Source: an optimization exercise on an open RTL-to-GDS flow (aim: small area, a short achievable clock period and few clock cycles). Production flows keep margins and buffers that such runs may drop. Only simulation tests tie the RTL to the original design; equivalence was not proved.

==> design/flow/run.sh <==
#!/bin/bash
# synth_recipe.tcl (not shown) runs the flow's synth.tcl, then flattens the netlist and writes it again
# the make line also repeats each setting of config.mk as NAME=value (left out here)
make -C /OpenROAD-flow-scripts/flow DESIGN_CONFIG=/design/flow/config.mk WORK_HOME=/design/flow/orfs CLKGATE_MAP_FILE= SYNTH_SCRIPT=/design/flow/synth_recipe.tcl finish
==> design/flow/config.mk <==
export PLATFORM = sky130hd
export DESIGN_NAME = mycpu
export DESIGN_NICKNAME = mycpu
export VERILOG_FILES = /design/flow/design.v
export SDC_FILE = /design/flow/constraint.sdc
export NUM_CORES = 4
export LEC_CHECK = 0
export CAP_MARGIN = 20
export CORE_MARGIN = 2
export CORE_UTILIZATION = 40
export SLEW_MARGIN = 20
==> design/flow/constraint.sdc <==
create_clock -name core_clock -period 12.0 [get_ports {clk}]
set_input_delay 2.4000 -clock core_clock [delete_from_list [all_inputs] [get_ports {clk}]]
set_output_delay 2.4000 -clock core_clock [all_outputs]
set_load 0.01 [all_outputs]
==> design/flow/design.v <==
localparam logic [3:0] FMOVA = 4'b0000;
localparam logic [3:0] FINC  = 4'b0001;
localparam logic [3:0] FADD  = 4'b0010;
localparam logic [3:0] FMUL  = 4'b0011;
localparam logic [3:0] FSRA  = 4'b0100;
localparam logic [3:0] FSUB  = 4'b0101;
localparam logic [3:0] FDEC  = 4'b0110;
localparam logic [3:0] FSLA  = 4'b0111;
localparam logic [3:0] FAND  = 4'b1000;
localparam logic [3:0] FOR   = 4'b1001;
localparam logic [3:0] FXOR  = 4'b1010;
localparam logic [3:0] FNOT  = 4'b1011;
localparam logic [3:0] FMOVB = 4'b1100;
localparam logic [3:0] FSHR  = 4'b1101;
localparam logic [3:0] FSHL  = 4'b1110;
localparam logic [3:0] FUSR  = 4'b1111;
localparam logic [6:0] MOVA = 7'b0000000;
localparam logic [6:0] INC  = 7'b0000001;
localparam logic [6:0] ADD  = 7'b0000010;
localparam logic [6:0] MUL  = 7'b0000011;
localparam logic [6:0] SRA  = 7'b0000100;
localparam logic [6:0] SUB  = 7'b0000101;
localparam logic [6:0] DEC  = 7'b0000110;
localparam logic [6:0] SLA  = 7'b0000111;
localparam logic [6:0] AND  = 7'b0001000;
localparam logic [6:0] OR   = 7'b0001001;
localparam logic [6:0] XOR  = 7'b0001010;
localparam logic [6:0] NOT  = 7'b0001011;
localparam logic [6:0] MOVB = 7'b0001100;
localparam logic [6:0] SHR  = 7'b0001101;
localparam logic [6:0] SHL  = 7'b0001110;
localparam logic [6:0] USR  = 7'b0001111;
localparam logic [6:0] LDI  = 7'b1001100;
localparam logic [6:0] ADI  = 7'b1000010;
localparam logic [6:0] LD   = 7'b0010000;
localparam logic [6:0] ST   = 7'b0100000;
localparam logic [6:0] BRZ  = 7'b1100000;
localparam logic [6:0] BRN  = 7'b1100001;
localparam logic [6:0] JMP  = 7'b1110000;
localparam logic [6:0] IOR  = 7'b0010001;
localparam logic [6:0] IOW  = 7'b0100001;
localparam logic [6:0] HAL  = 7'b1111111;
localparam logic [5:0] RST = 6'b000000;
localparam logic [5:0] INF = 6'b000001;
localparam logic [5:0] EX0 = 6'b000010;
localparam logic [5:0] HLT = 6'b000100;
module cu
  (
   input logic 	       clk,
   input logic 	       rst_n,
   input logic [15:0]  ins_in,
   input logic [1:0]   nz_in,
   output logic        il_out,
   output logic [1:0]  ps_out,
   output logic        rw_out,
   output logic [11:0] rs_out,
   output logic [3:0]  mx_out,
   output logic [3:0] fs_out, 
   output logic        wen_out,
   output logic        iom_out   
   );
localparam logic [3:0] FMOVA = 4'b0000;
localparam logic [3:0] FINC  = 4'b0001;
localparam logic [3:0] FADD  = 4'b0010;
localparam logic [3:0] FMUL  = 4'b0011;
localparam logic [3:0] FSRA  = 4'b0100;
localparam logic [3:0] FSUB  = 4'b0101;
localparam logic [3:0] FDEC  = 4'b0110;
localparam logic [3:0] FSLA  = 4'b0111;
localparam logic [3:0] FAND  = 4'b1000;
localparam logic [3:0] FOR   = 4'b1001;
localparam logic [3:0] FXOR  = 4'b1010;
localparam logic [3:0] FNOT  = 4'b1011;
localparam logic [3:0] FMOVB = 4'b1100;
localparam logic [3:0] FSHR  = 4'b1101;
localparam logic [3:0] FSHL  = 4'b1110;
localparam logic [3:0] FUSR  = 4'b1111;
localparam logic [6:0] MOVA = 7'b0000000;
localparam logic [6:0] INC  = 7'b0000001;
localparam logic [6:0] ADD  = 7'b0000010;
localparam logic [6:0] MUL  = 7'b0000011;
localparam logic [6:0] SRA  = 7'b0000100;
localparam logic [6:0] SUB  = 7'b0000101;
localparam logic [6:0] DEC  = 7'b0000110;
localparam logic [6:0] SLA  = 7'b0000111;
localparam logic [6:0] AND  = 7'b0001000;
localparam logic [6:0] OR   = 7'b0001001;
localparam logic [6:0] XOR  = 7'b0001010;
localparam logic [6:0] NOT  = 7'b0001011;
localparam logic [6:0] MOVB = 7'b0001100;
localparam logic [6:0] SHR  = 7'b0001101;
localparam logic [6:0] SHL  = 7'b0001110;
localparam logic [6:0] USR  = 7'b0001111;
localparam logic [6:0] LDI  = 7'b1001100;
localparam logic [6:0] ADI  = 7'b1000010;
localparam logic [6:0] LD   = 7'b0010000;
localparam logic [6:0] ST   = 7'b0100000;
localparam logic [6:0] BRZ  = 7'b1100000;
localparam logic [6:0] BRN  = 7'b1100001;
localparam logic [6:0] JMP  = 7'b1110000;
localparam logic [6:0] IOR  = 7'b0010001;
localparam logic [6:0] IOW  = 7'b0100001;
localparam logic [6:0] HAL  = 7'b1111111;
localparam logic [5:0] RST = 6'b000000;
localparam logic [5:0] INF = 6'b000001;
localparam logic [5:0] EX0 = 6'b000010;
localparam logic [5:0] HLT = 6'b000100;
   logic [5:0]         st_r;		 
   logic [5:0]         ns;   	
   logic [6:0]         opcode;		 
   always_ff @(posedge clk or negedge rst_n)  
    begin : st_regs
    if(rst_n == '0)
     st_r <= RST;
    else 
     st_r <= ns;			 
    end : st_regs 
   always_comb
   begin : idecoder
   case(st_r)
    RST: 	     begin : rst_state	 
     ns = INF;
     ps_out  = '0;
     il_out  = '0;
     rw_out  = '0;
     wen_out = '1;
     rs_out  = '0;                       
     mx_out  = '0;  
     fs_out  = FMOVA; 			 
     iom_out = '0;   end   : rst_state
    INF:	     begin : fetch_state
     ns = EX0;
     ps_out  = '0;
     il_out  = '1;
     rw_out  = '0;
     mx_out  =  1;			 
     rs_out  = '0; 			 
     fs_out  = FMOVA;			 
     wen_out = '1;   
     iom_out = '0;   end   : fetch_state
    EX0: 	     begin : EX0_state
     rs_out  = {'0, ins_in[8:6], '0, ins_in[5:3], '0, ins_in[2:0]};
     if(opcode == MOVA) begin
      ns = INF;
      ps_out  =  1;
      il_out  = '0;
      rw_out  = '1;
      mx_out  = 4'b0100;		 
      fs_out  = FMOVA;
      wen_out = '1;     
      iom_out = '0;     end
     else if(opcode == INC) begin 
      ns = INF;
      ps_out  =  1;
      il_out  = '0;
      rw_out  = '1;
      mx_out  = 4'b0100;		 
      fs_out  =  FINC;
      wen_out = '1;     
      iom_out = '0;         end
     else if(opcode == ADD) begin 
      ns = INF;
      ps_out  =  1;
      il_out  = '0;
      rw_out  = '1;
      mx_out  = 4'b0100;		 
      fs_out  = FADD;	
      wen_out = '1;     
      iom_out = '0;         end  
     else if(opcode == MUL) begin 
      ns = INF;
      ps_out  =  1;
      il_out  = '0;
      rw_out  = '1;
      mx_out  = 4'b0100;		 
      fs_out  = FMUL;
      wen_out = '1;     
      iom_out = '0;         end 
     else if(opcode == SRA) begin 
      ns = INF;
      ps_out  =  1;
      il_out  = '0;
      rw_out  = '1;
      mx_out  = 4'b1100;		 
      fs_out  = FSRA;
      wen_out = '1;     
      iom_out = '0;         end
     else if(opcode == SUB) begin 
      ns = INF;
      ps_out  =  1;
      il_out  = '0;
      rw_out  = '1;
      mx_out  = 4'b0100;		 
      fs_out  = FSUB;
      wen_out = '1;     
      iom_out = '0;         end  
     else if(opcode == DEC) begin 
      ns = INF;
      ps_out  =  1;
      il_out  = '0;
      rw_out  = '1;
      mx_out  = 4'b0100;		 
      fs_out  = FDEC;
      wen_out = '1;     
      iom_out = '0;         end    
     else if(opcode == SLA) begin 
      ns = INF;
      ps_out  =  1;
      il_out  = '0;
      rw_out  = '1;
      mx_out  = 4'b1100;		 
      fs_out  = FSLA;
      wen_out = '1;     
      iom_out = '0;         end 
     else if(opcode == AND) begin 
      ns = INF;
      ps_out  =  1;
      il_out  = '0;
      rw_out  = '1;
      mx_out  = 4'b0100;		 
      fs_out  = FAND;
      wen_out = '1;     
      iom_out = '0;         end    
     else if(opcode == OR) begin 
      ns = INF;
      ps_out  =  1;
      il_out  = '0;
      rw_out  = '1;
      mx_out  = 4'b0100;		 
      fs_out  = FOR;
      wen_out = '1;     
      iom_out = '0;         end   
     else if(opcode == XOR) begin 
      ns = INF;
      ps_out  =  1;
      il_out  = '0;
      rw_out  = '1;
      mx_out  = 4'b0100;		 
      fs_out  = FXOR;
      wen_out = '1;     
      iom_out = '0;         end  
     else if(opcode == NOT) begin 
      ns = INF;
      ps_out  =  1;
      il_out  = '0;
      rw_out  = '1;
      mx_out  = 4'b0100;		 
      fs_out  = FNOT;
      wen_out = '1;     
      iom_out = '0;         end    
     else if(opcode == MOVB) begin 
      ns = INF;
      ps_out  =  1;
      il_out  = '0;
      rw_out  = '1;
      mx_out  = 4'b0100;		 
      fs_out  = FMOVB;
      wen_out = '1;     
      iom_out = '0;         end   
     else if(opcode == SHR) begin 
      ns = INF;
      ps_out  =  1;
      il_out  = '0;
      rw_out  = '1;
      mx_out  = 4'b0100;		 
      fs_out  = FSHR;
      wen_out = '1;     
      iom_out = '0;         end      
     else if(opcode == SHL) begin 
      ns = INF;
      ps_out  =  1;
      il_out  = '0;
      rw_out  = '1;
      mx_out  = 4'b0100;		 
      fs_out  = FSHL;
      wen_out = '1;     
      iom_out = '0;         end  
     else if(opcode == USR) begin 	 
       ns = INF;
       ps_out =  1;
       il_out = '0;
       rw_out =  1;
       mx_out = 4'b0100; 		 
       fs_out = FUSR;
       wen_out =  1;
       iom_out = '0;
     end   
     else if(opcode == LD) begin 
      ns = INF;
      ps_out  =  1;
      il_out  = '0;
      rw_out  = '1;
      mx_out  = 4'b0010;		 
      fs_out  = FMOVA;			 
      wen_out = '1;     
      iom_out = '0;         end  
     else if(opcode == ST) begin 
      ns = INF;
      ps_out  =  1;
      il_out  = '0;
      rw_out  = '0;
      mx_out  = 4'b0000;		 
      fs_out  = FMOVA;			 
      wen_out = '0;     
      iom_out = '0;         end 
     else if(opcode == LDI) begin 
      ns = INF;
      ps_out  =  1;
      il_out  = '0;
      rw_out  = '1;
      mx_out  = 4'b1100;		 
      fs_out  = FMOVB;
      wen_out = '1;     
      iom_out = '0;         end 
     else if(opcode == ADI) begin 
      ns = INF;
      ps_out  =  1;
      il_out  = '0;
      rw_out  = '1;
      mx_out  = 4'b1100;		 
      fs_out  = FADD;
      wen_out = '1;     
      iom_out = '0;         end    
     else if(opcode == BRZ) begin   
      if(nz_in == 2'b01 || nz_in == 2'b11)    begin   
       ns = INF;
       ps_out  = 2'b10;
       il_out  = '0;
       rw_out  = '0;
       mx_out  = 4'b0000;		 
       fs_out  = FMOVA;
       wen_out = '1;     
       iom_out = '0;         end 
      else 		     begin	 
       ns = INF;
       ps_out  = 2'b01;
       il_out  = '0;
       rw_out  = '0;
       mx_out  = 4'b0000;		 
       fs_out  = FMOVA;
       wen_out = '1;     
       iom_out = '0;         end  end
     else if(opcode == BRN) begin      
      if(nz_in == 2'b10 || nz_in == 2'b11)    begin 
       ns = INF;
       ps_out  = 2'b10;
       il_out  = '0;
       rw_out  = '0;
       mx_out  = 4'b0000;		 
       fs_out  = FMOVA;
       wen_out = '1;     
       iom_out = '0;         end 
     else 		     begin
       ns = INF;
       ps_out  = 2'b01;
       il_out  = '0;
       rw_out  = '0;
       mx_out  = 4'b0000;		 
       fs_out  = FMOVA;
       wen_out = '1;     
       iom_out = '0;         end  end
     else if(opcode == JMP) begin 
      ns = INF;
      ps_out  = '1;
      il_out  = '0;
      rw_out  = '0;
      mx_out  = 4'b0000;		 
      fs_out  = FMOVA;
      wen_out = '1;     
      iom_out = '0;         end
     else if(opcode == IOR) begin 
      ns = INF;
      ps_out  = 2'b01;
      il_out  = '0;
      rw_out  = '1;
      mx_out  = 4'b0000;		 
      fs_out  = FMOVA;			 
      wen_out = '1;     
      iom_out = '1;         end
     else if(opcode == IOW) begin 
      ns = INF;
      ps_out  =  1;
      il_out  = '0;
      rw_out  = '0;
      mx_out  = 4'b0000;		 
      fs_out  = FMOVA;		 	 
      wen_out = '0;     
      iom_out = '1;         end
     else if(opcode == HAL) begin 
      ns = HLT;
      ps_out  = '0;
      il_out  = '0;
      rw_out  = '0;
      mx_out  = 4'b0000;		 
      fs_out  = FMOVA;			 
      wen_out = '1;     
      iom_out = '0;         end
     else begin 			 
      ns = HLT;
      ps_out  = '0;
      il_out  = '0;
      rw_out  = '0;
      mx_out  = 4'b0000;		 
      fs_out  = FMOVA;			 
      wen_out = '1;     
      iom_out = '0;         end
    end : EX0_state
    default: begin : dft_case		 
    ns = HLT;
    ps_out  = '0;
    il_out  = '0;
    rw_out  = '0;
    rs_out  = '0;
    mx_out  = 4'b0000;			 
    fs_out  = FMOVA;			 
    wen_out = '1;     
    iom_out = '0;         
    end : dft_case
    endcase;
   end : idecoder 
   assign opcode = ins_in[15:9];    
endmodule
module fu
  (
   input logic [15:0]  a_in,		 
   input logic [15:0]  b_in, 
   input logic [3:0] fs_in, 
   output logic [15:0] f_out,		 
   output logic [1:0]  nz_out
   );
localparam logic [3:0] FMOVA = 4'b0000;
localparam logic [3:0] FINC  = 4'b0001;
localparam logic [3:0] FADD  = 4'b0010;
localparam logic [3:0] FMUL  = 4'b0011;
localparam logic [3:0] FSRA  = 4'b0100;
localparam logic [3:0] FSUB  = 4'b0101;
localparam logic [3:0] FDEC  = 4'b0110;
localparam logic [3:0] FSLA  = 4'b0111;
localparam logic [3:0] FAND  = 4'b1000;
localparam logic [3:0] FOR   = 4'b1001;
localparam logic [3:0] FXOR  = 4'b1010;
localparam logic [3:0] FNOT  = 4'b1011;
localparam logic [3:0] FMOVB = 4'b1100;
localparam logic [3:0] FSHR  = 4'b1101;
localparam logic [3:0] FSHL  = 4'b1110;
localparam logic [3:0] FUSR  = 4'b1111;
localparam logic [6:0] MOVA = 7'b0000000;
localparam logic [6:0] INC  = 7'b0000001;
localparam logic [6:0] ADD  = 7'b0000010;
localparam logic [6:0] MUL  = 7'b0000011;
localparam logic [6:0] SRA  = 7'b0000100;
localparam logic [6:0] SUB  = 7'b0000101;
localparam logic [6:0] DEC  = 7'b0000110;
localparam logic [6:0] SLA  = 7'b0000111;
localparam logic [6:0] AND  = 7'b0001000;
localparam logic [6:0] OR   = 7'b0001001;
localparam logic [6:0] XOR  = 7'b0001010;
localparam logic [6:0] NOT  = 7'b0001011;
localparam logic [6:0] MOVB = 7'b0001100;
localparam logic [6:0] SHR  = 7'b0001101;
localparam logic [6:0] SHL  = 7'b0001110;
localparam logic [6:0] USR  = 7'b0001111;
localparam logic [6:0] LDI  = 7'b1001100;
localparam logic [6:0] ADI  = 7'b1000010;
localparam logic [6:0] LD   = 7'b0010000;
localparam logic [6:0] ST   = 7'b0100000;
localparam logic [6:0] BRZ  = 7'b1100000;
localparam logic [6:0] BRN  = 7'b1100001;
localparam logic [6:0] JMP  = 7'b1110000;
localparam logic [6:0] IOR  = 7'b0010001;
localparam logic [6:0] IOW  = 7'b0100001;
localparam logic [6:0] HAL  = 7'b1111111;
localparam logic [5:0] RST = 6'b000000;
localparam logic [5:0] INF = 6'b000001;
localparam logic [5:0] EX0 = 6'b000010;
localparam logic [5:0] HLT = 6'b000100;
  logic [15:0] alu;    
  logic [15:0] mul;    
  logic [15:0] usr;    
  logic signed [31:0] mab;    
  logic [15:0] DR;      
  always_comb
    begin: ALU_LGC     	 
     case(fs_in)   
      FMOVA   :          
        alu = a_in; 
      FINC    :          
        alu = a_in + 1;
      FADD    :		 
	alu = a_in + b_in;	
      FSRA    :          
        alu = $signed(a_in)>>>(b_in[2:0]+1);
      FSUB    :		 
        alu = a_in - b_in;
      FDEC    :		 
	alu = a_in - 1;
      FSLA    :          
	alu = $signed(a_in)<<<(b_in[2:0]+1);
      FAND    :		 
	alu = a_in & b_in;
      FOR     :		 
	alu = a_in | b_in;
      FXOR    :		 
	alu = a_in ^ b_in;
      FNOT    :		 
	alu = ~a_in;
      FMOVB   :		 
	alu = b_in;
      FSHR    :		 
	alu = b_in >> 1;
      FSHL    :		 
	alu = b_in << 1;
      default :          
        alu = '0;
      endcase
    end: ALU_LGC
  always_comb 		
   begin : MUL_LGC	 
   mab = $signed(a_in) * $signed(b_in);
    if(fs_in == FMUL)
      begin : sgn_mul
      if(mab > $signed(16'h7fff))	   
       mul = 16'h7FFF;
      else if(mab < $signed(16'h8000))     
       mul = $signed(16'h8000); 
      else
       mul = $unsigned(mab);
      end   : sgn_mul
    else
      mul = '0;
   end   : MUL_LGC
  always_comb                                     
   begin : USR_LGC	
   DR = '0;			
   if(fs_in == FUSR) begin
    if($signed(a_in) >= 0)			 
     DR = a_in;
    else					 
     DR = {1'b1, a_in[14:0]};
   usr = DR;
   end
   else 
    usr = '0;
   end   : USR_LGC 
  always_comb				          
   begin : fout
   f_out = alu | mul | usr;
   if(f_out == '0)      
    nz_out[0] = 1;
   else
    nz_out[0] = 0;
   if(f_out[15] == 1)   
    nz_out[1] = 1;
   else
    nz_out[1] = 0;     
   end   : fout
endmodule
module ir
  (
   input logic 	       clk,
   input logic 	       rst_n,
   input logic 	       il_in,
   input logic [15:0]  ins_in,
   output logic [15:0] ins_out
   );
localparam logic [3:0] FMOVA = 4'b0000;
localparam logic [3:0] FINC  = 4'b0001;
localparam logic [3:0] FADD  = 4'b0010;
localparam logic [3:0] FMUL  = 4'b0011;
localparam logic [3:0] FSRA  = 4'b0100;
localparam logic [3:0] FSUB  = 4'b0101;
localparam logic [3:0] FDEC  = 4'b0110;
localparam logic [3:0] FSLA  = 4'b0111;
localparam logic [3:0] FAND  = 4'b1000;
localparam logic [3:0] FOR   = 4'b1001;
localparam logic [3:0] FXOR  = 4'b1010;
localparam logic [3:0] FNOT  = 4'b1011;
localparam logic [3:0] FMOVB = 4'b1100;
localparam logic [3:0] FSHR  = 4'b1101;
localparam logic [3:0] FSHL  = 4'b1110;
localparam logic [3:0] FUSR  = 4'b1111;
localparam logic [6:0] MOVA = 7'b0000000;
localparam logic [6:0] INC  = 7'b0000001;
localparam logic [6:0] ADD  = 7'b0000010;
localparam logic [6:0] MUL  = 7'b0000011;
localparam logic [6:0] SRA  = 7'b0000100;
localparam logic [6:0] SUB  = 7'b0000101;
localparam logic [6:0] DEC  = 7'b0000110;
localparam logic [6:0] SLA  = 7'b0000111;
localparam logic [6:0] AND  = 7'b0001000;
localparam logic [6:0] OR   = 7'b0001001;
localparam logic [6:0] XOR  = 7'b0001010;
localparam logic [6:0] NOT  = 7'b0001011;
localparam logic [6:0] MOVB = 7'b0001100;
localparam logic [6:0] SHR  = 7'b0001101;
localparam logic [6:0] SHL  = 7'b0001110;
localparam logic [6:0] USR  = 7'b0001111;
localparam logic [6:0] LDI  = 7'b1001100;
localparam logic [6:0] ADI  = 7'b1000010;
localparam logic [6:0] LD   = 7'b0010000;
localparam logic [6:0] ST   = 7'b0100000;
localparam logic [6:0] BRZ  = 7'b1100000;
localparam logic [6:0] BRN  = 7'b1100001;
localparam logic [6:0] JMP  = 7'b1110000;
localparam logic [6:0] IOR  = 7'b0010001;
localparam logic [6:0] IOW  = 7'b0100001;
localparam logic [6:0] HAL  = 7'b1111111;
localparam logic [5:0] RST = 6'b000000;
localparam logic [5:0] INF = 6'b000001;
localparam logic [5:0] EX0 = 6'b000010;
localparam logic [5:0] HLT = 6'b000100;
logic [15:0] ir_r;   
  always_ff @(posedge clk or negedge rst_n)   
   begin : ir_regs
   if(rst_n == '0)
    ir_r <= 0;                                
   else if(il_in == '1)
    ir_r <= ins_in;
   end   : ir_regs
  assign ins_out = ir_r;                      
endmodule
module pc
  (
   input logic 	       clk,
   input logic 	       rst_n,
   input logic [1:0]   ps_in,
   input logic [15:0]  ins_in,
   input logic [15:0]  ra_in, 
   output logic [15:0] pc_out      
   );
localparam logic [3:0] FMOVA = 4'b0000;
localparam logic [3:0] FINC  = 4'b0001;
localparam logic [3:0] FADD  = 4'b0010;
localparam logic [3:0] FMUL  = 4'b0011;
localparam logic [3:0] FSRA  = 4'b0100;
localparam logic [3:0] FSUB  = 4'b0101;
localparam logic [3:0] FDEC  = 4'b0110;
localparam logic [3:0] FSLA  = 4'b0111;
localparam logic [3:0] FAND  = 4'b1000;
localparam logic [3:0] FOR   = 4'b1001;
localparam logic [3:0] FXOR  = 4'b1010;
localparam logic [3:0] FNOT  = 4'b1011;
localparam logic [3:0] FMOVB = 4'b1100;
localparam logic [3:0] FSHR  = 4'b1101;
localparam logic [3:0] FSHL  = 4'b1110;
localparam logic [3:0] FUSR  = 4'b1111;
localparam logic [6:0] MOVA = 7'b0000000;
localparam logic [6:0] INC  = 7'b0000001;
localparam logic [6:0] ADD  = 7'b0000010;
localparam logic [6:0] MUL  = 7'b0000011;
localparam logic [6:0] SRA  = 7'b0000100;
localparam logic [6:0] SUB  = 7'b0000101;
localparam logic [6:0] DEC  = 7'b0000110;
localparam logic [6:0] SLA  = 7'b0000111;
localparam logic [6:0] AND  = 7'b0001000;
localparam logic [6:0] OR   = 7'b0001001;
localparam logic [6:0] XOR  = 7'b0001010;
localparam logic [6:0] NOT  = 7'b0001011;
localparam logic [6:0] MOVB = 7'b0001100;
localparam logic [6:0] SHR  = 7'b0001101;
localparam logic [6:0] SHL  = 7'b0001110;
localparam logic [6:0] USR  = 7'b0001111;
localparam logic [6:0] LDI  = 7'b1001100;
localparam logic [6:0] ADI  = 7'b1000010;
localparam logic [6:0] LD   = 7'b0010000;
localparam logic [6:0] ST   = 7'b0100000;
localparam logic [6:0] BRZ  = 7'b1100000;
localparam logic [6:0] BRN  = 7'b1100001;
localparam logic [6:0] JMP  = 7'b1110000;
localparam logic [6:0] IOR  = 7'b0010001;
localparam logic [6:0] IOW  = 7'b0100001;
localparam logic [6:0] HAL  = 7'b1111111;
localparam logic [5:0] RST = 6'b000000;
localparam logic [5:0] INF = 6'b000001;
localparam logic [5:0] EX0 = 6'b000010;
localparam logic [5:0] HLT = 6'b000100;
logic [15:0] pc_r;	 
logic signed [5:0]  ba;         
  always_ff @(posedge clk or negedge rst_n)
   begin : pc_regs
   if(rst_n == '0)
    pc_r <= '0;
   else
    begin : n_reset     
    if(ps_in == '0)
     pc_r <= pc_r;
    else if(ps_in == 2'b01)
     pc_r <= pc_r + 1;
    else if(ps_in == 2'b10)
     pc_r <= $unsigned($signed(pc_r) + ba);
    else 
     pc_r <= ra_in;
    end   : n_reset 
   end   : pc_regs 
assign ba     = {{ins_in[8:6]}, {ins_in[2:0]}};
assign pc_out = pc_r;
endmodule
module rb
  (
   input logic 	       clk,
   input logic 	       rst_n,
   input logic [15:0]  d_in,
   input logic 	       rw_in,
   input logic [11:0]   rs_in,
   output logic [15:0] a_out,
   output logic [15:0] b_out
   );
localparam logic [3:0] FMOVA = 4'b0000;
localparam logic [3:0] FINC  = 4'b0001;
localparam logic [3:0] FADD  = 4'b0010;
localparam logic [3:0] FMUL  = 4'b0011;
localparam logic [3:0] FSRA  = 4'b0100;
localparam logic [3:0] FSUB  = 4'b0101;
localparam logic [3:0] FDEC  = 4'b0110;
localparam logic [3:0] FSLA  = 4'b0111;
localparam logic [3:0] FAND  = 4'b1000;
localparam logic [3:0] FOR   = 4'b1001;
localparam logic [3:0] FXOR  = 4'b1010;
localparam logic [3:0] FNOT  = 4'b1011;
localparam logic [3:0] FMOVB = 4'b1100;
localparam logic [3:0] FSHR  = 4'b1101;
localparam logic [3:0] FSHL  = 4'b1110;
localparam logic [3:0] FUSR  = 4'b1111;
localparam logic [6:0] MOVA = 7'b0000000;
localparam logic [6:0] INC  = 7'b0000001;
localparam logic [6:0] ADD  = 7'b0000010;
localparam logic [6:0] MUL  = 7'b0000011;
localparam logic [6:0] SRA  = 7'b0000100;
localparam logic [6:0] SUB  = 7'b0000101;
localparam logic [6:0] DEC  = 7'b0000110;
localparam logic [6:0] SLA  = 7'b0000111;
localparam logic [6:0] AND  = 7'b0001000;
localparam logic [6:0] OR   = 7'b0001001;
localparam logic [6:0] XOR  = 7'b0001010;
localparam logic [6:0] NOT  = 7'b0001011;
localparam logic [6:0] MOVB = 7'b0001100;
localparam logic [6:0] SHR  = 7'b0001101;
localparam logic [6:0] SHL  = 7'b0001110;
localparam logic [6:0] USR  = 7'b0001111;
localparam logic [6:0] LDI  = 7'b1001100;
localparam logic [6:0] ADI  = 7'b1000010;
localparam logic [6:0] LD   = 7'b0010000;
localparam logic [6:0] ST   = 7'b0100000;
localparam logic [6:0] BRZ  = 7'b1100000;
localparam logic [6:0] BRN  = 7'b1100001;
localparam logic [6:0] JMP  = 7'b1110000;
localparam logic [6:0] IOR  = 7'b0010001;
localparam logic [6:0] IOW  = 7'b0100001;
localparam logic [6:0] HAL  = 7'b1111111;
localparam logic [5:0] RST = 6'b000000;
localparam logic [5:0] INF = 6'b000001;
localparam logic [5:0] EX0 = 6'b000010;
localparam logic [5:0] HLT = 6'b000100;
logic [7:0][15:0] rb_r; 	 
logic [7:0][15:0] hb_r;          
  always_ff @(posedge clk or negedge rst_n)
   begin : reg_bnk
   if(rst_n == 0)
    begin : rst_state
    rb_r <= '0;
    hb_r <= '0;
    end   : rst_state
   else
    begin : reg_asgn			 
    for(int i = 0; i < 8; i++)
     begin : iteration_rb 		 
     if(rs_in[11:8] == i && rw_in == 1)
      rb_r[i] <= d_in;
     end   : iteration_rb
    for(int i = 8; i < 16; i++)
     begin : iteration_hb		 
     if(rs_in[11:8] == i && rw_in == 1)
      hb_r[i-8] <= d_in;
     end : iteration_hb   
    end : reg_asgn		
   end : reg_bnk
  always_comb
   begin : op_asgn 			 
     a_out = '0;
     b_out = '0;
   for(int i = 0; i < 8; i++)
    begin : a_op			 
    if(rs_in[7:4] == i)
     a_out = rb_r[i];
    else if(rs_in[7:4] == i+8)
     a_out = hb_r[i];
    end : a_op
   for(int i = 0; i < 8; i++)
    begin : b_op			 
    if(rs_in[3:0] == i)
     b_out = rb_r[i];
    else if(rs_in[3:0] == i+8)
     b_out = hb_r[i];
    else;				 
    end : b_op
   end : op_asgn
endmodule
module muxb
  (input logic sel_in,
   input logic [15:0] d0_in,
   input logic [15:0] d1_in,
   output logic [15:0] m_out);
localparam logic [3:0] FMOVA = 4'b0000;
localparam logic [3:0] FINC  = 4'b0001;
localparam logic [3:0] FADD  = 4'b0010;
localparam logic [3:0] FMUL  = 4'b0011;
localparam logic [3:0] FSRA  = 4'b0100;
localparam logic [3:0] FSUB  = 4'b0101;
localparam logic [3:0] FDEC  = 4'b0110;
localparam logic [3:0] FSLA  = 4'b0111;
localparam logic [3:0] FAND  = 4'b1000;
localparam logic [3:0] FOR   = 4'b1001;
localparam logic [3:0] FXOR  = 4'b1010;
localparam logic [3:0] FNOT  = 4'b1011;
localparam logic [3:0] FMOVB = 4'b1100;
localparam logic [3:0] FSHR  = 4'b1101;
localparam logic [3:0] FSHL  = 4'b1110;
localparam logic [3:0] FUSR  = 4'b1111;
localparam logic [6:0] MOVA = 7'b0000000;
localparam logic [6:0] INC  = 7'b0000001;
localparam logic [6:0] ADD  = 7'b0000010;
localparam logic [6:0] MUL  = 7'b0000011;
localparam logic [6:0] SRA  = 7'b0000100;
localparam logic [6:0] SUB  = 7'b0000101;
localparam logic [6:0] DEC  = 7'b0000110;
localparam logic [6:0] SLA  = 7'b0000111;
localparam logic [6:0] AND  = 7'b0001000;
localparam logic [6:0] OR   = 7'b0001001;
localparam logic [6:0] XOR  = 7'b0001010;
localparam logic [6:0] NOT  = 7'b0001011;
localparam logic [6:0] MOVB = 7'b0001100;
localparam logic [6:0] SHR  = 7'b0001101;
localparam logic [6:0] SHL  = 7'b0001110;
localparam logic [6:0] USR  = 7'b0001111;
localparam logic [6:0] LDI  = 7'b1001100;
localparam logic [6:0] ADI  = 7'b1000010;
localparam logic [6:0] LD   = 7'b0010000;
localparam logic [6:0] ST   = 7'b0100000;
localparam logic [6:0] BRZ  = 7'b1100000;
localparam logic [6:0] BRN  = 7'b1100001;
localparam logic [6:0] JMP  = 7'b1110000;
localparam logic [6:0] IOR  = 7'b0010001;
localparam logic [6:0] IOW  = 7'b0100001;
localparam logic [6:0] HAL  = 7'b1111111;
localparam logic [5:0] RST = 6'b000000;
localparam logic [5:0] INF = 6'b000001;
localparam logic [5:0] EX0 = 6'b000010;
localparam logic [5:0] HLT = 6'b000100;
   always_comb
   begin : muxb_logic
   if(sel_in)
   m_out = 16'h0000 | d1_in[2:0];
   else
   m_out = d0_in;   
   end   : muxb_logic
endmodule
module muxd
  #(parameter N = 3)
  (input logic [$clog2(N)-1:0] sel_in,
   input logic [N-1:0][15:0]  d_in,
   output logic [15:0] m_out);
localparam logic [3:0] FMOVA = 4'b0000;
localparam logic [3:0] FINC  = 4'b0001;
localparam logic [3:0] FADD  = 4'b0010;
localparam logic [3:0] FMUL  = 4'b0011;
localparam logic [3:0] FSRA  = 4'b0100;
localparam logic [3:0] FSUB  = 4'b0101;
localparam logic [3:0] FDEC  = 4'b0110;
localparam logic [3:0] FSLA  = 4'b0111;
localparam logic [3:0] FAND  = 4'b1000;
localparam logic [3:0] FOR   = 4'b1001;
localparam logic [3:0] FXOR  = 4'b1010;
localparam logic [3:0] FNOT  = 4'b1011;
localparam logic [3:0] FMOVB = 4'b1100;
localparam logic [3:0] FSHR  = 4'b1101;
localparam logic [3:0] FSHL  = 4'b1110;
localparam logic [3:0] FUSR  = 4'b1111;
localparam logic [6:0] MOVA = 7'b0000000;
localparam logic [6:0] INC  = 7'b0000001;
localparam logic [6:0] ADD  = 7'b0000010;
localparam logic [6:0] MUL  = 7'b0000011;
localparam logic [6:0] SRA  = 7'b0000100;
localparam logic [6:0] SUB  = 7'b0000101;
localparam logic [6:0] DEC  = 7'b0000110;
localparam logic [6:0] SLA  = 7'b0000111;
localparam logic [6:0] AND  = 7'b0001000;
localparam logic [6:0] OR   = 7'b0001001;
localparam logic [6:0] XOR  = 7'b0001010;
localparam logic [6:0] NOT  = 7'b0001011;
localparam logic [6:0] MOVB = 7'b0001100;
localparam logic [6:0] SHR  = 7'b0001101;
localparam logic [6:0] SHL  = 7'b0001110;
localparam logic [6:0] USR  = 7'b0001111;
localparam logic [6:0] LDI  = 7'b1001100;
localparam logic [6:0] ADI  = 7'b1000010;
localparam logic [6:0] LD   = 7'b0010000;
localparam logic [6:0] ST   = 7'b0100000;
localparam logic [6:0] BRZ  = 7'b1100000;
localparam logic [6:0] BRN  = 7'b1100001;
localparam logic [6:0] JMP  = 7'b1110000;
localparam logic [6:0] IOR  = 7'b0010001;
localparam logic [6:0] IOW  = 7'b0100001;
localparam logic [6:0] HAL  = 7'b1111111;
localparam logic [5:0] RST = 6'b000000;
localparam logic [5:0] INF = 6'b000001;
localparam logic [5:0] EX0 = 6'b000010;
localparam logic [5:0] HLT = 6'b000100;
   always_comb
   begin  : muxd_logic
     m_out = '0;
     for(int i = 0; i < N; i++)
     begin : for_loop
     if(sel_in == i)
       m_out = d_in[i];
     end   : for_loop
   end    : muxd_logic
endmodule
module muxm
  (input logic sel_in,
   input logic [15:0] d0_in,
   input logic [15:0] d1_in,
   output logic [15:0] m_out);
localparam logic [3:0] FMOVA = 4'b0000;
localparam logic [3:0] FINC  = 4'b0001;
localparam logic [3:0] FADD  = 4'b0010;
localparam logic [3:0] FMUL  = 4'b0011;
localparam logic [3:0] FSRA  = 4'b0100;
localparam logic [3:0] FSUB  = 4'b0101;
localparam logic [3:0] FDEC  = 4'b0110;
localparam logic [3:0] FSLA  = 4'b0111;
localparam logic [3:0] FAND  = 4'b1000;
localparam logic [3:0] FOR   = 4'b1001;
localparam logic [3:0] FXOR  = 4'b1010;
localparam logic [3:0] FNOT  = 4'b1011;
localparam logic [3:0] FMOVB = 4'b1100;
localparam logic [3:0] FSHR  = 4'b1101;
localparam logic [3:0] FSHL  = 4'b1110;
localparam logic [3:0] FUSR  = 4'b1111;
localparam logic [6:0] MOVA = 7'b0000000;
localparam logic [6:0] INC  = 7'b0000001;
localparam logic [6:0] ADD  = 7'b0000010;
localparam logic [6:0] MUL  = 7'b0000011;
localparam logic [6:0] SRA  = 7'b0000100;
localparam logic [6:0] SUB  = 7'b0000101;
localparam logic [6:0] DEC  = 7'b0000110;
localparam logic [6:0] SLA  = 7'b0000111;
localparam logic [6:0] AND  = 7'b0001000;
localparam logic [6:0] OR   = 7'b0001001;
localparam logic [6:0] XOR  = 7'b0001010;
localparam logic [6:0] NOT  = 7'b0001011;
localparam logic [6:0] MOVB = 7'b0001100;
localparam logic [6:0] SHR  = 7'b0001101;
localparam logic [6:0] SHL  = 7'b0001110;
localparam logic [6:0] USR  = 7'b0001111;
localparam logic [6:0] LDI  = 7'b1001100;
localparam logic [6:0] ADI  = 7'b1000010;
localparam logic [6:0] LD   = 7'b0010000;
localparam logic [6:0] ST   = 7'b0100000;
localparam logic [6:0] BRZ  = 7'b1100000;
localparam logic [6:0] BRN  = 7'b1100001;
localparam logic [6:0] JMP  = 7'b1110000;
localparam logic [6:0] IOR  = 7'b0010001;
localparam logic [6:0] IOW  = 7'b0100001;
localparam logic [6:0] HAL  = 7'b1111111;
localparam logic [5:0] RST = 6'b000000;
localparam logic [5:0] INF = 6'b000001;
localparam logic [5:0] EX0 = 6'b000010;
localparam logic [5:0] HLT = 6'b000100;
   always_comb
   begin : muxm_logic
   if(sel_in)
   m_out = d1_in;
   else
   m_out = d0_in;
   end   : muxm_logic
endmodule
module mycpu
  (
   input logic 	       clk,
   input logic 	       rst_n,
   output logic [15:0] a_out, 
   input logic [15:0]  d_in,
   output logic [15:0] d_out,
   input logic [15:0]  io_in,
   output logic        wen_out,
   output logic        iom_out
   );
localparam logic [3:0] FMOVA = 4'b0000;
localparam logic [3:0] FINC  = 4'b0001;
localparam logic [3:0] FADD  = 4'b0010;
localparam logic [3:0] FMUL  = 4'b0011;
localparam logic [3:0] FSRA  = 4'b0100;
localparam logic [3:0] FSUB  = 4'b0101;
localparam logic [3:0] FDEC  = 4'b0110;
localparam logic [3:0] FSLA  = 4'b0111;
localparam logic [3:0] FAND  = 4'b1000;
localparam logic [3:0] FOR   = 4'b1001;
localparam logic [3:0] FXOR  = 4'b1010;
localparam logic [3:0] FNOT  = 4'b1011;
localparam logic [3:0] FMOVB = 4'b1100;
localparam logic [3:0] FSHR  = 4'b1101;
localparam logic [3:0] FSHL  = 4'b1110;
localparam logic [3:0] FUSR  = 4'b1111;
localparam logic [6:0] MOVA = 7'b0000000;
localparam logic [6:0] INC  = 7'b0000001;
localparam logic [6:0] ADD  = 7'b0000010;
localparam logic [6:0] MUL  = 7'b0000011;
localparam logic [6:0] SRA  = 7'b0000100;
localparam logic [6:0] SUB  = 7'b0000101;
localparam logic [6:0] DEC  = 7'b0000110;
localparam logic [6:0] SLA  = 7'b0000111;
localparam logic [6:0] AND  = 7'b0001000;
localparam logic [6:0] OR   = 7'b0001001;
localparam logic [6:0] XOR  = 7'b0001010;
localparam logic [6:0] NOT  = 7'b0001011;
localparam logic [6:0] MOVB = 7'b0001100;
localparam logic [6:0] SHR  = 7'b0001101;
localparam logic [6:0] SHL  = 7'b0001110;
localparam logic [6:0] USR  = 7'b0001111;
localparam logic [6:0] LDI  = 7'b1001100;
localparam logic [6:0] ADI  = 7'b1000010;
localparam logic [6:0] LD   = 7'b0010000;
localparam logic [6:0] ST   = 7'b0100000;
localparam logic [6:0] BRZ  = 7'b1100000;
localparam logic [6:0] BRN  = 7'b1100001;
localparam logic [6:0] JMP  = 7'b1110000;
localparam logic [6:0] IOR  = 7'b0010001;
localparam logic [6:0] IOW  = 7'b0100001;
localparam logic [6:0] HAL  = 7'b1111111;
localparam logic [5:0] RST = 6'b000000;
localparam logic [5:0] INF = 6'b000001;
localparam logic [5:0] EX0 = 6'b000010;
localparam logic [5:0] HLT = 6'b000100;
logic [1:0] ps;
logic il;
logic [3:0] mx;
logic [2:0][15:0] md;
logic rw;
logic [11:0] rs;
logic [3:0] fs;
logic [15:0] pca;
logic [15:0] ins;
logic [15:0] abus;
logic [15:0] bdat;
logic [15:0] bbus;
logic [15:0] dbus;
logic [15:0] fbus;
logic [1:0] nz;
pc   PC(.clk(clk), .rst_n(rst_n), .ps_in(ps), .ins_in(ins), .ra_in(abus), .pc_out(pca));
ir   IR(.clk(clk), .rst_n(rst_n), .il_in(il), .ins_in(d_in), .ins_out(ins));
cu CU(.clk(clk), .rst_n(rst_n), .ins_in(ins), .nz_in(nz), .il_out(il), .ps_out(ps), .rw_out(rw), .rs_out(rs), .mx_out(mx), .fs_out(fs), .wen_out(wen_out), .iom_out(iom_out));
fu   FU(.a_in(abus), .b_in(bbus), .fs_in(fs), .f_out(fbus), .nz_out(nz));
muxb MUXB(.sel_in(mx[3]), .d0_in(bdat), .d1_in(ins), .m_out(bbus));
rb   RB(.clk(clk), .rst_n(rst_n), .d_in(dbus), .rw_in(rw), .rs_in(rs), .a_out(abus), .b_out(bdat));
muxd MUXD(.sel_in(mx[2:1]), .d_in(md), .m_out(dbus));  
muxm MUXM(.sel_in(mx[0]), .d0_in(abus), .d1_in(pca), .m_out(a_out));
assign d_out = bbus;
assign md[0] = io_in;
assign md[1] = d_in;
assign md[2] = fbus;
endmodule 
==> reports/metrics.cfg <==
[clock_network]
cts_buffers = 17
cts_setup_buffers = 0
clock-sinks = 163
ctsResizeCount = 0
hold_buffers = 0
clock_latency_ns = 0.47
cts_tree = yes
h-tree-depth = 4
clockBufferDepth = 2
ctsRootBufferMaster = clkbuf_16
clk_pin_slew_ns = 0.08

[worst_setup_path]
cpMostUsedCell = fa_1
critPathRequiredTime_ns = 12.37
startpoint_type = flip-flop
critPathCaptureType = flip-flop
crit_buf_inv = 7
crit_family = adder cells
cp.arrival_ns = 11.88
crit_slowest_cell = or3b_4
r2r_slack_ns = 0.48
crit_path_max_incr_delay_ns = 0.73
crit_path_max_fanout = 38
timing_worst_setup_path_type = flip-flop to flip-flop

[yosys]
synth_most_common_cell = nand2_1
yosysSeqAreaShare = 0.160
synthesis.nets = 3592
yosys_most_used_dff = dfrtp_1
syn-cell-area_um2 = 25500
yosysWarnings = 8
async_reset_ff_frac = 1.00
synthCells = 3146
yosys.area.top_type = fa_1
ys_ff_latch = 163
synth_edf_count = 0
yosysTopAreaCellShare = 0.208
avgSynthCellArea_um2 = 8.09
synth_cell_types = 112
synth.area.top_cells = fa_1 21%, dfrtp_1 16%, ha_1 7.3%, nand2_1 5.9%, inv_1 5.5%
synth_common_cells = 399 x nand2_1, 376 x inv_1, 264 x fa_1

[cells_and_area]
drive_gt1_frac = 0.0955
fillers = 6365
nNetsFinal = 3646
instances_no_fill = 4060
areaGrowthSynthToFinish_pct = 10.4

[grt]
grtUsageMet1 = 0.445
grtUsageMet2 = 0.506
met3_usage = 0.0773
grt_pass1_wl_um = 163000
grt_max_degree = 84
top_usage_layer = met2
antenna_found_initial = 3
grt_pass1_vias = 24400
gr-total-overflow = 0
grt_use_total = 0.332

[die]
die_x_um = 256
std_cell_rows = 92
io_pins = 68
dieArea_um2 = 65700
die_y_um = 256
initial_core_util = 0.404
core_um2 = 63000

[detailed_routing]
wl_per_cell_um = 26.8
drt-initial-drc-count = 3040
wl_um = 109000
drtAntennaViolNets = 0
drtPass1Iterations = 6
dr_total_vias = 25000
drcViolationCount = 0
via_per_inst = 6.15

[timing]
rsz0062_at_grt = false
fmax_ghz = 0.0868
setup_violations = 0
period_share = 0.960
clock_skew_ns = 0.0120
slew_viol_final = 0
maxSlewHeadroom = 0.179
period_minus_slack_ns = 11.52
finalHoldViolCount = 0
tns_ns = 0
worstMarginPinSlew_ns = 1.22

[outcome]
status = timing/DRC/antenna clean

[min_path]
hold_class = flip-flop to flip-flop

[placement]
port_buffers = 67
finalWeightedCongestion = 1.03
dp_cells = 4026
dp_hpwl_um = 84700

[run]
max_cap_viol_count = 0

cells by family after synthesis:
| logic type | count (synthesis) | synth area share |
|---|---|---|
| buf+inv | 590 | 0.0968 |
| simple gates | 1027 | 0.190 |
| flops | 163 | 0.160 |
| xor+xnor | 77 | 0.0285 |
| mux | 56 | 0.0249 |
| fa+ha+maj | 413 | 0.281 |
| compound gates | 820 | 0.219 |
per-layer routing:
| layer | wire length (um) | share of wire | vias to the layer above |
|---|---|---|---|
| met1 | 44300 | 0.41 | 12100 |
| met2 | 47000 | 0.43 | 1544 |
| li1 | - | - | 10900 |
| met4 | 6280 | 0.058 | 4 |
| met5 | 19 | 0.00017 | - |
| met3 | 11100 | 0.10 | 395 |
cells in the final DEF, fill, tap and decap left out, types with 32 or more instances in the layout:
master / n
nand2_1: 399
inv_1: 376
fa_1: 264
nor2_1: 258
o21ai_0: 256
buf_4: 166
dfrtp_1: 162
ha_1: 148
a21oi_1: 115
clkdlybuf4s50_1: 66
nor3_1: 63
xnor2_1: 56
nand3_1: 53
a221oi_1: 42
a211oi_1: 34
mux2i_1: 33
o211ai_1: 32
flip-flops by register name (all words and copies together), names as in the netlist:
signal   count
RB.rb_r    128
IR.ir_r     16
PC.pc_r     16
CU.st_r      3
layout make-up:
class	instances	area, um2	share of cell area
Clock inverter	14	153	0.00543
Antenna cell	1	2.50	0.0000891
Tap cell	846	1060	0.0377
Sequential cell	163	4080	0.145
Inverter	390	1470	0.0523
Clock buffer	18	439	0.0156
Multi-Input combinational cell	2393	19000	0.675
Timing Repair Buffer	235	1940	0.0691
final timing paths:
path	to	cells after the start	startpoint
min in group asynchronous	RB.rb_r[77]$_DFFE_PN0P_	1	rst_n
max reg2reg	PC.pc_r[8]$_DFFE_PN0P_	35	CU.st_r[1]$_DFF_PN0_
min reg2reg	RB.rb_r[90]$_DFFE_PN0P_	2	RB.rb_r[90]$_DFFE_PN0P_
max	PC.pc_r[8]$_DFFE_PN0P_	35	CU.st_r[1]$_DFF_PN0_
min	RB.rb_r[90]$_DFFE_PN0P_	2	RB.rb_r[90]$_DFFE_PN0P_
max in group asynchronous	RB.rb_r[121]$_DFFE_PN0P_	2	rst_n
per-stage QoR:
stage               setup slack (ns)  area [um2]   util  hold WS [ns]
floorplan                       2.34       25500      -         0.450
global placement               0.393       27500  0.436         0.466
detailed placement             0.435       27500  0.436         0.480
CTS                            0.376       28100  0.446         0.496
global route                 0.00502       28100  0.446         0.535
finish                         0.481       28100  0.446         0.492
tightest hold or removal path: stages, from the launching register on:
cell and delay [ns]:
dfrtp_1 0.35, nand2_1 0.05, o21ai_0 0.06
Testbench counts, summed over its fixed seeds: cycles 354,144.

==> static timing again, ports no longer ideal <==
In the flow no input, the clock included, has a driving cell. The finished layout below was timed again as built, in two steps.
Step 1 assumes that a clkbuf_16 drives the clock port and a buf_2 every other input.
Step 2 adds t to the input delays and takes it off the output delays; t is the mean of the earliest and latest rising clock arrival at the registers after step 1. Input paths then give back, and output paths get back, about the clock's delay inside the block.
Three values: ideal, step 1, step 2; two values: the first two.
shift t [ns]: 0.519
setup slack, ns: 0.481 / 0.481 / 0.481
slew at the worst register clock pin (ns): 0.08 / 0.08
worst slew at a driven data input, ns: 0.04
After both steps setup and hold are still met in this run. For this run, drivers alone change the setup slack by 0.000 ns; drivers and shift together by 0.000 ns.
